Background: an optimization exercise with open tools, aiming at small area. Do not read the settings as production practice. Function was checked by simulation only, so behaviour that the tests miss may differ from the original. The clock port is modelled as an ideal driver, which makes a skipped or thinned clock tree look cheaper than it is; a real chip needs a root buffer or a tree.

Setup of old:
Design vending_machine, start of the top module:
module vending_machine(input CLK,
		       input RESET,
		       input RELOAD,
		       input CARD_IN,
		       input [3:0] ITEM_CODE,
		       input KEY_PRESS,
		       input VALID_TRAN,
		       input DOOR_OPEN,
		       output reg VEND,
		       output reg INVALID_SEL,
		       output reg [2:0] COST,
		       output reg FAILED_TRAN
		       );
Size: about 370 cells after synthesis, about 94 flip-flops.
==> module vending_machine, before the edit <==
module vending_machine(input CLK,
		       input RESET,
		       input RELOAD,
		       input CARD_IN,
		       input [3:0] ITEM_CODE,
		       input KEY_PRESS,
		       input VALID_TRAN,
		       input DOOR_OPEN,
		       output reg VEND,
		       output reg INVALID_SEL,
		       output reg [2:0] COST,
		       output reg FAILED_TRAN
		       );
   localparam [2:0] IDLE = 3'd0, RELOADING = 3'd1, CODE1 = 3'd2, CODE2 = 3'd3,
		    TRANSACT = 3'd4, VENDING = 3'd5, RESETTING = 3'd6;
   reg [2:0] st;
   reg 	     flag;    
   reg [2:0] tm;      
   reg 	     det;     
   reg 	     n1;      
   reg [3:0] num2;    
   reg [79:0] cnt;    
   reg 	      allz;   
   wire tmo   = tm[2] & ~tm[1];
   wire first = ~tm[2] & ~tm[0];
   wire [2:0] tm_inc = tmo ? tm : {tm[1], tm[0], ~tm[2]};
   wire s_c1 = (st == CODE1);
   wire s_c2 = (st == CODE2);
   wire s_tr = (st == TRANSACT);
   wire s_vd = (st == VENDING);
   wire b3 = num2[3], b2 = num2[2], b1 = num2[1];
   wire [2:0] cost;
   assign cost[2] = n1 & (b3 | b2 | b1);
   assign cost[1] = n1 ? (b3 | ~(b2 | b1)) : (b3 | b2);
   assign cost[0] = n1 ? (~(b3 | b2 | b1) | (b2 & b1)) : (b3 | ~b2);
   wire [19:0] isel, dsel, empty;
   wire vsel = s_vd & first;
   item_decode udec (.n1(n1), .num2(num2), .en(vsel), .isel(isel), .dsel(dsel));
   wire zsel = allz | (|(isel & empty));
   wire inv2 = (num2[3] & (num2[2] | num2[1])) | zsel;
   wire bad1 = (ITEM_CODE[3:1] != 3'd0);
   wire invalid = det | inv2;
   always @(*) begin
      VEND = 1'b0;
      INVALID_SEL = 1'b0;
      FAILED_TRAN = 1'b0;
      COST = 3'd0;
      if (s_c1 | s_c2)
	INVALID_SEL = ~KEY_PRESS & tmo;
      if (s_tr) begin
	 INVALID_SEL = invalid;
	 FAILED_TRAN = ~invalid & ~VALID_TRAN & tmo;
	 if (~invalid & (VALID_TRAN | ~tmo))
	   COST = cost;
      end
      if (s_vd) begin
	 VEND = DOOR_OPEN | ~tmo;
	 COST = cost;
      end
   end
   reg [2:0] nst;
   reg 	     stay;
   always @(*) begin
      nst = IDLE;
      stay = 1'b0;
      case (st)
	IDLE: nst = RELOAD ? RELOADING : (CARD_IN ? CODE1 : IDLE);
	RELOADING: nst = RELOAD ? RELOADING : IDLE;
	CODE1: begin
	   stay = ~flag & (KEY_PRESS | ~tmo);
	   nst = flag ? CODE2 : (stay ? CODE1 : IDLE);
	end
	CODE2: begin
	   stay = ~flag & (KEY_PRESS | ~tmo);
	   nst = flag ? TRANSACT : (stay ? CODE2 : IDLE);
	end
	TRANSACT: begin
	   stay = ~invalid & ~VALID_TRAN & ~tmo;
	   nst = (invalid | (tmo & ~VALID_TRAN)) ? IDLE : (VALID_TRAN ? VENDING : TRANSACT);
	end
	VENDING: begin
	   stay = DOOR_OPEN | (~flag & ~tmo);
	   nst = stay ? VENDING : IDLE;
	end
	default: nst = IDLE;
      endcase
   end
   always @(posedge CLK) begin
      st <= RESET ? RESETTING : nst;
      tm <= stay ? tm_inc : 3'b000;
      flag <= stay & (flag | ((s_c1 | s_c2) & KEY_PRESS) | (s_vd & DOOR_OPEN));
      det <= (s_c1 & (det | (KEY_PRESS & bad1))) | (s_c2 & (det | (flag & inv2)));
      if (s_c1 & KEY_PRESS)
	n1 <= ITEM_CODE[0];
      if (s_c2 & KEY_PRESS)
	num2 <= ITEM_CODE;
   end
   wire clr = (st == RESETTING);
   wire rld = (st == RELOADING);
   always @(posedge CLK)
     allz <= clr | (allz & ~rld);
   genvar gi;
   generate
      for (gi = 0; gi < 20; gi = gi + 1) begin : stock
	 wire [3:0] d;
	 stock_next u (.q(cnt[4*gi +: 4]), .sel(dsel[gi]), .rld(rld), .d(d), .empty(empty[gi]));
	 always @(posedge CLK)
	   cnt[4*gi +: 4] <= d;
      end
   endgenerate
endmodule
==> module item_decode, before the edit <==
module item_decode(input n1, input [3:0] num2, input en, output [19:0] isel, output [19:0] dsel);
   wire [3:0] lo;
   wire [5:0] hi;
   assign lo[0] = ~num2[1] & ~num2[0];
   assign lo[1] = ~num2[1] &  num2[0];
   assign lo[2] =  num2[1] & ~num2[0];
   assign lo[3] =  num2[1] &  num2[0];
   assign hi[0] = ~n1 & ~num2[3] & ~num2[2];
   assign hi[1] = ~n1 & ~num2[3] &  num2[2];
   assign hi[2] = ~n1 &  num2[3] & ~num2[2] & ~num2[1];
   assign hi[3] =  n1 & ~num2[3] & ~num2[2];
   assign hi[4] =  n1 & ~num2[3] &  num2[2];
   assign hi[5] =  n1 &  num2[3] & ~num2[2] & ~num2[1];
   genvar i;
   generate
      for (i = 0; i < 20; i = i + 1) begin : d
	 localparam H = (i / 10) * 3 + (i % 10) / 4;
	 assign isel[i] = hi[H] & lo[(i % 10) % 4];
	 assign dsel[i] = isel[i] & en;
      end
   endgenerate
endmodule
clock: 10.0 ns
lec_check: 0
cap_margin: 0
core_margin: 2
core_utilization: 80
slew_margin: 0
standard.sh (not shown) runs the stock make flow with config.mk's settings and CLKGATE_MAP_FILE= SYNTH_SCRIPT=/design/flow/synth_recipe.tcl, a recipe that flattens the netlist after the stock synthesis.
==> flow/flow/run.sh <==
#!/bin/bash
# Own layout flow: the standard flow (standard.sh), with
#  - synthesis by synth_recipe.tcl with an area-oriented ABC script (flow/abc_proc.tcl),
#  - port buffers of the smallest buffer cell,
#  - a small clock tree built by flow/clock_buf.tcl in place of clock_tree_synthesis.
set -euo pipefail
W=$PWD
export MY_ABC_SCRIPT=$W/flow/abc_area.script
export BUFFER_PORTS_ARGS="-buffer_cell sky130_fd_sc_hd__buf_1"
export PRE_CTS_TCL=$W/flow/clock_buf.tcl
export CLOCK_BUF_CELL=sky130_fd_sc_hd__clkbuf_16
export CLOCK_BUF_COUNT=${CLOCK_BUF_COUNT:-3}
export CLOCK_ROOT_CELL=
cat flow/abc_proc.tcl synth_recipe.tcl > my_synth.tcl
sed "s|SYNTH_SCRIPT=[^ ]*|SYNTH_SCRIPT=$W/my_synth.tcl|" standard.sh > my_standard.sh
grep -q "SYNTH_SCRIPT=$W/my_synth.tcl" my_standard.sh
bash my_standard.sh synth > synth.log 2>&1
bash my_standard.sh > layout.log 2>&1
Other scripts of this flow, unchanged in this note and not shown: flow/flow/abc_area.script, flow/flow/abc_proc.tcl, flow/flow/clock_buf.tcl
old reached the final stage; the timing, DRC and antenna checks on its layout passed.
The inputs of new differ from those of old as listed below.
diff --git a/flow/design.v b/flow/design.v
--- a/flow/design.v
+++ b/flow/design.v
@@ -12,6 +12,5 @@
 		       output reg FAILED_TRAN
 		       );
-   localparam [2:0] IDLE = 3'd0, RELOADING = 3'd1, CODE1 = 3'd2, CODE2 = 3'd3,
-		    TRANSACT = 3'd4, VENDING = 3'd5, RESETTING = 3'd6;
+   localparam [2:0] IDLE = 3'd0, RELOADING = 3'd3, CODE1 = 3'd5, CODE2 = 3'd4, TRANSACT = 3'd6, VENDING = 3'd2, RESETTING = 3'd1;
    reg [2:0] st;
    reg 	     flag;    
@@ -34,8 +33,35 @@
    assign cost[1] = n1 ? (b3 | ~(b2 | b1)) : (b3 | b2);
    assign cost[0] = n1 ? (~(b3 | b2 | b1) | (b2 & b1)) : (b3 | ~b2);
-   wire [19:0] isel, dsel, empty;
+   wire [19:0] dsel, empty;
    wire vsel = s_vd & first;
-   item_decode udec (.n1(n1), .num2(num2), .en(vsel), .isel(isel), .dsel(dsel));
-   wire zsel = allz | (|(isel & empty));
+   wire zsel_item;
+   wire [3:0] lo;
+   wire [5:0] hi;
+   assign lo[0] = ~num2[1] & ~num2[0];
+   assign lo[1] = ~num2[1] &  num2[0];
+   assign lo[2] =  num2[1] & ~num2[0];
+   assign lo[3] =  num2[1] &  num2[0];
+   assign hi[0] = ~n1 & ~num2[3] & ~num2[2];
+   assign hi[1] = ~n1 & ~num2[3] &  num2[2];
+   assign hi[2] = ~n1 &  num2[3] & ~num2[2] & ~num2[1];
+   assign hi[3] =  n1 & ~num2[3] & ~num2[2];
+   assign hi[4] =  n1 & ~num2[3] &  num2[2];
+   assign hi[5] =  n1 &  num2[3] & ~num2[2] & ~num2[1];
+   wire [5:0] hv = hi & {6{vsel}};
+   wire [5:0] zg;
+   genvar i;
+   generate
+      for (i = 0; i < 20; i = i + 1) begin : dec
+	 assign dsel[i] = hv[(i / 10) * 3 + (i % 10) / 4] & lo[(i % 10) % 4];
+      end
+   endgenerate
+   assign zg[0] = empty[num2[1:0]];
+   assign zg[1] = empty[4 + num2[1:0]];
+   assign zg[2] = num2[0] ? empty[9] : empty[8];
+   assign zg[3] = empty[10 + num2[1:0]];
+   assign zg[4] = empty[14 + num2[1:0]];
+   assign zg[5] = num2[0] ? empty[19] : empty[18];
+   assign zsel_item = |(hi & zg);
+   wire zsel = allz | zsel_item;
    wire inv2 = (num2[3] & (num2[2] | num2[1])) | zsel;
    wire bad1 = (ITEM_CODE[3:1] != 3'd0);
@@ -97,5 +123,5 @@
    end
    wire clr = (st == RESETTING);
-   wire rld = (st == RELOADING);
+   wire rld = st[1] & st[0];    
    always @(posedge CLK)
      allz <= clr | (allz & ~rld);
@@ -110,26 +136,4 @@
    endgenerate
 endmodule
-module item_decode(input n1, input [3:0] num2, input en, output [19:0] isel, output [19:0] dsel);
-   wire [3:0] lo;
-   wire [5:0] hi;
-   assign lo[0] = ~num2[1] & ~num2[0];
-   assign lo[1] = ~num2[1] &  num2[0];
-   assign lo[2] =  num2[1] & ~num2[0];
-   assign lo[3] =  num2[1] &  num2[0];
-   assign hi[0] = ~n1 & ~num2[3] & ~num2[2];
-   assign hi[1] = ~n1 & ~num2[3] &  num2[2];
-   assign hi[2] = ~n1 &  num2[3] & ~num2[2] & ~num2[1];
-   assign hi[3] =  n1 & ~num2[3] & ~num2[2];
-   assign hi[4] =  n1 & ~num2[3] &  num2[2];
-   assign hi[5] =  n1 &  num2[3] & ~num2[2] & ~num2[1];
-   genvar i;
-   generate
-      for (i = 0; i < 20; i = i + 1) begin : d
-	 localparam H = (i / 10) * 3 + (i % 10) / 4;
-	 assign isel[i] = hi[H] & lo[(i % 10) % 4];
-	 assign dsel[i] = isel[i] & en;
-      end
-   endgenerate
-endmodule
 module stock_next(input [3:0] q, input sel, input rld, output [3:0] d, output empty);
    wire hold = ~(sel | rld);
Notes after the runs:
The instance count on the critical path in new sits 1 above the value recorded for old.
Compared with old, new shows global-route usage higher by 0.45 points.
Maximum frequency (higher): old
old → new: wire length of the first global-routing pass went down 76 um; number of enable-type register cells in the synthesized netlist held; worst hold margin went up 0.025 ns.
In the tables for new and old, synthesized area reads higher with old.
Cmp new and old / share of cell area taken by flip-flops and latches / lower: old
For new, the critical path startpoint was num2[1]$_DFFE_PP_, unlike old, where it was num2[0]$_DFFE_PP_.
new gives less post-place instance area than old did.
No run of this note takes its clock network from TritonCTS; it comes from the design's own scripts or RTL.

==> separate check: timing with driven ports <==
How much do the figures lean on ideal ports? The routed layouts below were timed once more, with nothing changed but the port constraints.
Step 1 assumes that a clkbuf_16 drives the clock port and a buf_2 every other input.
Step 2 times the ports against the registers' clock, not the clock port: input delays grow and output delays shrink by t, the midpoint of the rising clock arrivals with the driver on.
a / b / c = ideal / step 1 / step 2; a / b = the first two.
run | shift t [ns] | slack for setup (ns) | latest minus earliest clock arrival (ns)
old | 0.224 | 5.156 / 5.098 / 5.137 | 0.006 / 0.007
new | 0.226 | 5.012 / 4.952 / 5.081 | 0.014 / 0.013
After both steps setup and hold are still met in every run listed. For old, which loses most, drivers alone change the setup slack by -0.058 ns; drivers and shift together by -0.019 ns.
